This is an optimization exercise on Yosys and OpenROAD, whose aim is small area and a short achievable clock period, not a production implementation.
In this exercise RTL edits were held to simulation tests only and were not proved equivalent to the original.
No activity file was given, so power comes from the tool's default toggle rates.

===== flow/run.sh =====
#!/bin/bash
# synth_recipe.tcl (not shown) runs the flow's synth.tcl, then flattens the netlist and writes it again
# the make line also repeats each setting of config.mk as NAME=value (left out here)
make -C /OpenROAD-flow-scripts/flow DESIGN_CONFIG=/design/flow/config.mk WORK_HOME=/design/flow/orfs CLKGATE_MAP_FILE= SYNTH_SCRIPT=/design/flow/synth_recipe.tcl finish

===== flow/config.mk =====
export PLATFORM = sky130hd
export DESIGN_NAME = CPU
export DESIGN_NICKNAME = CPU
export VERILOG_FILES = /design/flow/design.v
export SDC_FILE = /design/flow/constraint.sdc
export NUM_CORES = 4
export LEC_CHECK = 0
export CAP_MARGIN = 20
export CORE_MARGIN = 2
export CORE_UTILIZATION = 40
export CTS_BUF_LIST = sky130_fd_sc_hd__clkbuf_8
export SLEW_MARGIN = 20
export SYNTH_HIERARCHICAL = 1

===== flow/constraint.sdc =====
create_clock -name core_clock -period 50.0 [get_ports {clk}]
set_input_delay 10.0000 -clock core_clock [delete_from_list [all_inputs] [get_ports {clk}]]
set_output_delay 10.0000 -clock core_clock [all_outputs]
set_load 0.01 [all_outputs]

===== flow/design.v =====
`timescale 1ns / 1ps
module CPU #(parameter WIDTH = 64) (
    clk,rst,write_data,overflow,
    pc,instr,mem_addr,mem_rdata,mem_wdata,mem_write
    );
    input wire clk;
    input wire rst;
    output wire [WIDTH-1:0] pc;
    input wire [31:0] instr;
    output wire [WIDTH-1:0] mem_addr;
    input wire [WIDTH-1:0] mem_rdata;
    output wire [WIDTH-1:0] mem_wdata;
    output wire mem_write;
    output wire [WIDTH-1:0] write_data;
    output wire overflow;
    wire [6:0] op = instr[6:0];
    wire [2:0] f3 = instr[14:12];
    wire       b30 = instr[30];
    wire [4:0] rs1 = instr[19:15];
    wire [4:0] rs2 = instr[24:20];
    wire [4:0] rd  = instr[11:7];
    wire isR  = (op == 7'b0110011);
    wire isIA = (op == 7'b0010011);
    wire isL  = (op == 7'b0000011);
    wire isS  = (op == 7'b0100011);
    wire isB  = (op == 7'b1100011);
    wire isJ  = (op == 7'b1101111);
    wire regWrite = isR | isIA | isL;
    assign mem_write = isS;
    reg [64*32-1:64] rf;
    wire [63:0] rs1_data;
    wire [63:0] rs2_data;
    genvar gi;
    generate
        for (gi = 1; gi < 32; gi = gi + 1) begin : g_rf
            always @(posedge clk) begin
                if (regWrite && rd == gi)
                    rf[64*gi +: 64] <= write_data;
            end
        end
    endgenerate
    rf_read u_rd1 (.rf(rf), .rs(rs1), .o(rs1_data));
    rf_read u_rd2 (.rf(rf), .rs(rs2), .o(rs2_data));
    wire useImm = ~op[5] | (~op[4] & ~op[6]);         
    wire [63:0] imm = {{52{instr[31]}}, instr[31:25], op[5] ? instr[11:7] : instr[24:20]};
    wire [63:0] a = rs1_data;
    wire [63:0] b = useImm ? imm : rs2_data;
    wire sub = op[4] ? (f3[1] | (op[5] & b30)) : op[6];
    wire inv = op[5] & b30;                           
    wire [65:0] sum66 = {1'b0, a, 1'b1} + {1'b0, b ^ {64{sub}}, sub};
    wire [63:0] sum = sum66[64:1];
    wire cout = sum66[65];
    wire lt = ~cout;                                  
    wire [63:0] x = a ^ b;
    wire eq = ~|x;
    wire big = |b[63:6];
    wire left = ~f3[2];
    wire [63:0] a_rev, shr_rev;
    wire [63:0] shin = left ? a_rev : a;
    wire [5:0] shamt;
    opmux6 u_shamt (.sel_imm(useImm), .imm(instr[25:20]), .r(rs2_data[5:0]), .o(shamt));
    wire [63:0] shr = shin >> shamt;
    generate
        for (gi = 0; gi < 64; gi = gi + 1) begin : g_rev
            assign a_rev[gi] = a[63 - gi];
            assign shr_rev[gi] = shr[63 - gi];
        end
    endgenerate
    wire [63:0] sll = big ? 64'd0 : shr_rev;
    wire [63:0] srl = big ? 64'd0 : shr;
    wire [4:0] r5 = b[4:0];
    wire rnz = |r5;
    wire hi_small = ~|b[63:12];                       
    wire [7:0] m = {1'b0, b[11:5]} + {7'd0, rnz};
    wire c0 = hi_small & (m >= 8'd2) & (m <= 8'd65);
    wire c1 = hi_small & (m >= 8'd1) & (m <= 8'd64);
    wire [4:0] i0 = 5'd0 - r5;
    wire [31:0] dec = 32'd1 << i0;
    wire [63:0] mask = {dec & {32{c1}}, dec & {32{c0}}};
    wire [63:0] sr = srl | ({64{inv & a[63]}} & mask);
    reg [63:0] alu;
    always @* begin
        case (f3)
            3'b000: alu = sum;
            3'b001: alu = sll;
            3'b010: alu = {{63{inv}}, lt ^ inv};
            3'b011: alu = 64'd0;
            3'b100: alu = inv ? {63'd0, eq} : x;
            3'b101: alu = sr;
            3'b110: alu = (a | b) ^ {64{inv}};
            default: alu = (a & b) ^ {64{inv}};
        endcase
    end
    assign overflow = cout;
    assign mem_addr = sum;
    wire [2:0] ao;
    add3 u_ao (.a(a[2:0]), .b(imm[2:0]), .s(ao));       
    wire lsign = ~f3[2] | (f3[1] & f3[0]);            
    wire [1:0] lsz = (f3 == 3'b111) ? 2'b00 : f3[1:0];
    wire [63:0] rdr = mem_rdata;
    wire [7:0]  rb = rdr >> {~ao, 3'b000};
    wire [15:0] rh = rdr >> {~ao[2:1], 4'b0000};
    wire [31:0] rw = ao[2] ? rdr[31:0] : rdr[63:32];
    reg [63:0] load;
    always @* begin
        case (lsz)
            2'b00: load = {{56{lsign & rb[7]}}, rb};
            2'b01: load = {{48{lsign & rh[15]}}, rh};
            2'b10: load = {{32{lsign & rw[31]}}, rw};
            default: load = rdr;
        endcase
    end
    assign write_data = op[4] ? alu : load;
    wire [1:0] ssz = f3[2] ? 2'b00 : f3[1:0];
    wire [63:0] wd = rs2_data;
    reg [63:0] st;
    always @* begin
        case (ssz)
            2'b00: st = {wd[7:0], rdr[55:0]};
            2'b01: st = {wd[15:0], rdr[47:0]};
            2'b10: st = {wd[31:0], rdr[31:0]};
            default: st = wd;
        endcase
    end
    assign mem_wdata = st;
    wire cond = f3[2] ? (lt ^ f3[0]) : (eq ^ (f3[0] & ~f3[1]));
    wire taken = isJ | (isB & cond);
    wire [63:0] offJ = {{43{instr[31]}}, instr[31], instr[19:12], instr[20], instr[30:21], 1'b0};
    wire [63:0] offB = {{51{instr[31]}}, instr[31], instr[7], instr[30:25], instr[11:8], 1'b0};
    wire [63:0] off = taken ? (op[3] ? offJ : offB) : 64'd4;
    reg [63:1] pcr;
    wire [63:0] pc_next = {pcr, 1'b0} + off;
    always @(posedge clk or posedge rst) begin
        if (rst)
            pcr <= 63'd0;
        else
            pcr <= pc_next[63:1];
    end
    assign pc = {pcr, 1'b0};
endmodule
module rf_read (
    input  wire [64*32-1:64] rf,
    input  wire [4:0]        rs,
    output wire [63:0]       o
    );
    genvar sl, r;
    generate
        for (sl = 0; sl < 4; sl = sl + 1) begin : g_sl
            wire [16*32-1:16] d;
            for (r = 1; r < 32; r = r + 1) begin : g_r
                assign d[16*r +: 16] = rf[64*r + 16*sl +: 16];
            end
            wire [31:1] sel;
            rf_dec u_dec (.rs(rs), .sel(sel));
            rf_slice u_slice (.d(d), .sel(sel), .o(o[16*sl +: 16]));
        end
    endgenerate
endmodule
module rf_dec (
    input  wire [4:0]  rs,
    output wire [31:1] sel
    );
    wire [3:0] lo;
    wire [7:0] hi;
    genvar k;
    generate
        for (k = 0; k < 4; k = k + 1) begin : g_lo
            assign lo[k] = (rs[1:0] == k);
        end
        for (k = 0; k < 8; k = k + 1) begin : g_hi
            assign hi[k] = (rs[4:2] == k);
        end
        for (k = 1; k < 32; k = k + 1) begin : g_sel
            assign sel[k] = hi[k >> 2] & lo[k & 3];
        end
    endgenerate
endmodule
module rf_slice (
    input  wire [16*32-1:16] d,
    input  wire [31:1]       sel,
    output wire [15:0]       o
    );
    wire [16*10-1:0] y;
    genvar g;
    generate
        for (g = 0; g < 10; g = g + 1) begin : g_grp
            rf_aoi3 u_aoi (
                .d0(d[16*(3*g+1) +: 16]), .d1(d[16*(3*g+2) +: 16]), .d2(d[16*(3*g+3) +: 16]),
                .s0(sel[3*g+1]), .s1(sel[3*g+2]), .s2(sel[3*g+3]),
                .y(y[16*g +: 16]));
        end
    endgenerate
    rf_comb u_comb (.y(y), .d(d[16*31 +: 16]), .s(sel[31]), .o(o));
endmodule
module rf_aoi3 (
    input  wire [15:0] d0, d1, d2,
    input  wire        s0, s1, s2,
    output wire [15:0] y
    );
    assign y = ~(({16{s0}} & d0) | ({16{s1}} & d1) | ({16{s2}} & d2));
endmodule
module rf_comb (
    input  wire [16*10-1:0] y,
    input  wire [15:0]      d,
    input  wire             s,
    output reg  [15:0]      o
    );
    integer i, k;
    always @* begin
        for (i = 0; i < 16; i = i + 1) begin
            o[i] = s & d[i];
            for (k = 0; k < 10; k = k + 1)
                o[i] = o[i] | ~y[16*k + i];
        end
    end
endmodule
module opmux6 (
    input  wire       sel_imm,
    input  wire [5:0] imm,
    input  wire [5:0] r,
    output wire [5:0] o
    );
    assign o = sel_imm ? imm : r;
endmodule
module add3 (
    input  wire [2:0] a,
    input  wire [2:0] b,
    output wire [2:0] s
    );
    assign s = a + b;
endmodule

==> summary.txt <==
The flow ran to the end and the layout has no timing, DRC or antenna violations. The synthesized-area fraction occupied by xor and xnor cells is 0.0211, and the share of total power in combinational logic is 0.307. The number of buffers on the longest clock path is 4.

Summing over every cut layer, the via total after detailed routing is 95.0k. The tools report the utilization of the core after routing as 0.460. Routability-driven placement finished with a final weighted congestion of 1.11. The simple-gate share of the synthesized area is 0.0820. Setup repair after global routing left no endpoint under its margin. The final sum of negative setup slack came out at 0 ns. The logs give 0.571 for the share of synthesized area occupied by flip-flops and latches and 356 for the total I/O pin count.

Net switching fraction of the power: 0.363. The share of final-layout standard cells stronger than drive strength 1 works out to 0.149. During synthesis, Yosys emitted a total of 8 warnings.

The tool flagged a number of max-cap violations equal to 0. In this run the power spent charging and discharging nets is 0.00180 W. Largest stage delay on the critical path: 0.94 ns. The initial cell density of the core was 0.401.

Before antenna repair, the detailed router went through 13 iterations. The initial antenna violation count is 62, and the data arrival time of the critical path is 19.86 ns. The run gives 0 as the count of final setup violators. The worst hold path belongs to the class reg -> reg. The most frequent standard cell in the layout excluding fill and tap cells was sky130_fd_sc_hd__edfxtp_1. For this design, the slowest cell found on the critical path is sky130_fd_sc_hd__xor2_1.

The synthesis-to-layout area growth is 14.7%. The run gives 0 as the number of hold buffers added after cts. The cell-internal power is 0.00316 W, and the cell row count is 190. The first routing iteration left 24.2k violations.

The residual overflow from global routing is 0, and the number of remaining DRC errors is 0. Dividing the detail-routed via count by the number of cells gives 7.46. The share of power burned in registers came out at 0.404. CTS built an H-tree with a depth of 5. Adder-cell area share of the yosys netlist: 0.0305.

The share of power burned in the clock network was 0.289. Largest family of logic cells by synthesized area: compound AO/OA/AOI/OAI gates. After clock tree synthesis, the clock-pin slew on the worst setup and hold paths is 0.05 ns. In this run the worst path has a maximum fanout of 19. For the clock buffer count from CTS, the log shows 347. STA classifies the critical path startpoint as an input pin.

The full die area was 272,000 um^2; the post-detailed-routing wire length was 551,000 um. The clock period minus final worst setup slack was 29.86 ns. For the post-synthesis net count, the log shows 8,572. The number of sinks handled by clock tree synthesis is 2,047.

The compound-cell area share of the yosys netlist was 0.207; the post-CTS setup-driven buffer insertion count was 0. The synthesized design contains 2,047 register bits. The tools report the number of gates resized after cts as 0. The run gives 732,000 um as the first-pass GRT wire length. In this run the remaining antenna-violating nets after routing total 0. The clock reaches the later pin of the worst-skew pair after 1.13 ns. The worst setup path is captured at a primary output.

The mapped netlist covers 107,000 um^2. The net count of the finished layout is 9,226. At the placement stage, the worst setup path has a slack of 20.71 ns. The tools report the clock tree root driver cell as sky130_fd_sc_hd__clkbuf_8.

The max-slew violation count was 0. The detailed-route wire length per cell works out to 43.3 um. For this run, the top clock speed supported by timing is 0.0335 GHz. The cell type with the highest occurrence count on the critical path is sky130_fd_sc_hd__a21oi_1.

The fraction of registers with async set or reset after synthesis was 0.0308; the core outline area was 267,000 um^2. Counting flops with a built-in enable in the synthesized netlist gives 1,984. VDD sags by at most 0.0380 mV.

Traced cell by cell, the critical path runs through clkdlybuf4s50_1, buf_4, nand2_1, nor2_1, a222oi_1, nand4_1, a2111o_1, mux2i_1, a21oi_1, inv_1, xnor2_1, ha_1, a21oi_1, nand2_1, o21a_1, a22o_1, o21ai_2, o21ai_0, a21oi_1, o21a_1, o21ai_0, xor2_1, clkdlybuf4s50_1. At the worst endpoint, the required time is 40.00 ns. The post-synthesis instance total is 8,214, and the worst clock skew on the final layout is 0.0749 ns.

Die height: 522 um. The number of I/O port buffers came out at 354. The top flip-flop cell by instance count after synthesis is sky130_fd_sc_hd__edfxtp_1. Once detailed placement completed, the half-perimeter wirelength came to 375,000 um.

The hold violation total from the final report was 0; the horizontal extent of the die was 522 um. The tools report the worst path setup slack after routing as 20.14 ns. The worst setup path is of the in -> out kind.

The library cells used most frequently in the layout, excluding fill and tap cells, are sky130_fd_sc_hd__edfxtp_1 (1,984), sky130_fd_sc_hd__a222oi_1 (1,283), sky130_fd_sc_hd__nand2_1 (618), sky130_fd_sc_hd__buf_4 (514), sky130_fd_sc_hd__nor2_1 (459). In this run, distinct cell masters in the synthesized netlist total 107. The largest net degree at the start of global routing was 69; the power density normalized to cell area was 40.4 nW/um^2.

TritonCTS built the clock tree. The slew of the pin with the lowest slew margin works out to 1.32 ns. Multiplexer share of the synthesized area: 0.0467. The relative slew slack was 0.111; the leakage power total was 42.7 nW. The final worst-path cycle share is 0.597.

Each instance of the synthesized netlist takes up on average 13.0 um^2. The aggregate global-route resource usage was 0.387. The run gives 88.3k as the number of global-route vias before repair.
[logic make-up (layout without fill, tap and decap cells)]
logic type | count (synthesis) | in the layout
and+or+nand+nor | 1857 | 1857
buffers and inverters | 803 | 1717
muxes | 351 | 351
DFF | 2047 | 2047
other | 1 | 52
AOI/OAI and AO/OA | 2638 | 2638
adders and majority gates | 260 | 260
xor gates and xnor gates | 257 | 257
[per-layer routing]
metal  wire length (um)  track usage  vias to the layer above
met4              43500        0.259                       48
met3              88000        0.148                     1811
li1                   -            -                    36700
met1             194000        0.493                    47000
met2             225000        0.543                     9390
met5                594      0.00176                        -
[path summary, 6_finish.rpt]
path / cells past startpoint / slack (ns) / start / to
worst max-delay path: 23 / 20.14 / instr[24] / mem_addr[50]
worst min-delay path: 1 / 0.54 / pcr[1] / pcr[1]
worst max register to register: 29 / 39.75 / rf[1236] / pcr[61]
worst min register to register: 1 / 0.54 / pcr[1] / pcr[1]
max in group asynchronous: 3 / 39.95 / rst / pcr[4]
min in group asynchronous: 3 / 9.47 / rst / pcr[62]
[state kept, by name (all words and copies together), names as in the netlist]
signal,flops
pcr,63
rf,1984
[critical path, delay by kind of cell]
family                     cells  cell delay [ns]
and+or+nand+nor                4             1.70
AOI/OAI and AO/OA             11             4.33
buffers and inverters          4             2.03
xor gates and xnor gates       2             1.17
adders and majority gates      1             0.41
muxes                          1             0.17
[Yosys cell counts (109+ instances only)]
cell type                     n  area share
sky130_fd_sc_hd__nor2_1     541       0.019
sky130_fd_sc_hd__mux4_2     109       0.023
sky130_fd_sc_hd__a21oi_1    404       0.019
sky130_fd_sc_hd__mux2i_1    172       0.016
sky130_fd_sc_hd__nand2_1    620       0.022
sky130_fd_sc_hd__xnor2_1    208       0.017
sky130_fd_sc_hd__ha_1       258       0.030
sky130_fd_sc_hd__nand4_1    303       0.018
sky130_fd_sc_hd__buf_6      174       0.018
sky130_fd_sc_hd__o21ai_0    258       0.012
sky130_fd_sc_hd__inv_1      234      0.0082
sky130_fd_sc_hd__clkbuf_1   194      0.0068
sky130_fd_sc_hd__a2111o_1   131       0.014
sky130_fd_sc_hd__edfxtp_1  1984        0.56
sky130_fd_sc_hd__a222oi_1  1283        0.12
sky130_fd_sc_hd__buf_2      134      0.0063
[area by class of cell]
type                       count  area, um^2
multi-input combinational   5364       42600
inverter                     240         903
fill                       24100      144000
clock buffer                 355        4890
timing repair buffer         868        7390
sequential                  2047       61200
antenna                       51         128
tap                         3552        4440
clock inverter               254        1460
[power by group through the flow]
stage          Combinational [W]  Clock, W  Sequential (W)
2_1_floorplan           0.000663         0         0.00204
6_report                 0.00152   0.00143         0.00200
3_3_place_gp             0.00144         0         0.00204
5_1_grt                  0.00153   0.00151         0.00200
4_1_cts                  0.00145   0.00144         0.00200
3_5_place_dp             0.00144         0         0.00204
[per-module statistics from Yosys (local to each module, per instance), a selection]
module	times used	cell area, um^2	flip-flops and latches	cells inside
opmux6	1	101	0	7
rf_comb	8	457	0	66
rf_dec	8	218	0	46
rf_aoi3	80	188	0	19
CPU	1	86600	2047	5784
add3	1	70.1	0	7
[per-stage QoR]
stage / hold WS [ns] / power, W / cell area, um^2 / instances
2_1_floorplan: 0.545 / 0.00271 / 107000 / 8214
3_3_place_gp: 0.512 / 0.00347 / 116000 / 12100
3_5_place_dp: 0.532 / 0.00348 / 116000 / 12100
4_1_cts: 0.545 / 0.00489 / 123000 / 12700
5_1_grt: 0.580 / 0.00505 / 123000 / 12700
6_report: 0.539 / 0.00496 / 123000 / 12700

## afterwards: timing with drivers on the ports
The flow's constraints put no driver on any port. The routed layout listed below was extracted and timed again, unchanged, in two steps.
Step 1 sets driving cells, clkbuf_16 on the clock port and buf_2 on the other inputs (assumed; they add their load-dependent delay and slew).
Step 2 moves the port delays by t, midway between the first and last clock arrival at a register: inputs arrive t later, outputs are due t later. That takes back most of the time a late clock gives input paths.
Three values: no drivers, after step 1, after step 2; two values: the first two.
t, ns: 1.195
setup WS [ns]: 20.135 / 20.108 / 20.108
clock arrival spread, ns: 0.075 / 0.075
worst slew at a driven data input, ns: 0.12
After both steps this run still meets setup and hold. For this run, drivers alone change the setup slack by -0.027 ns; drivers and shift together by -0.027 ns.
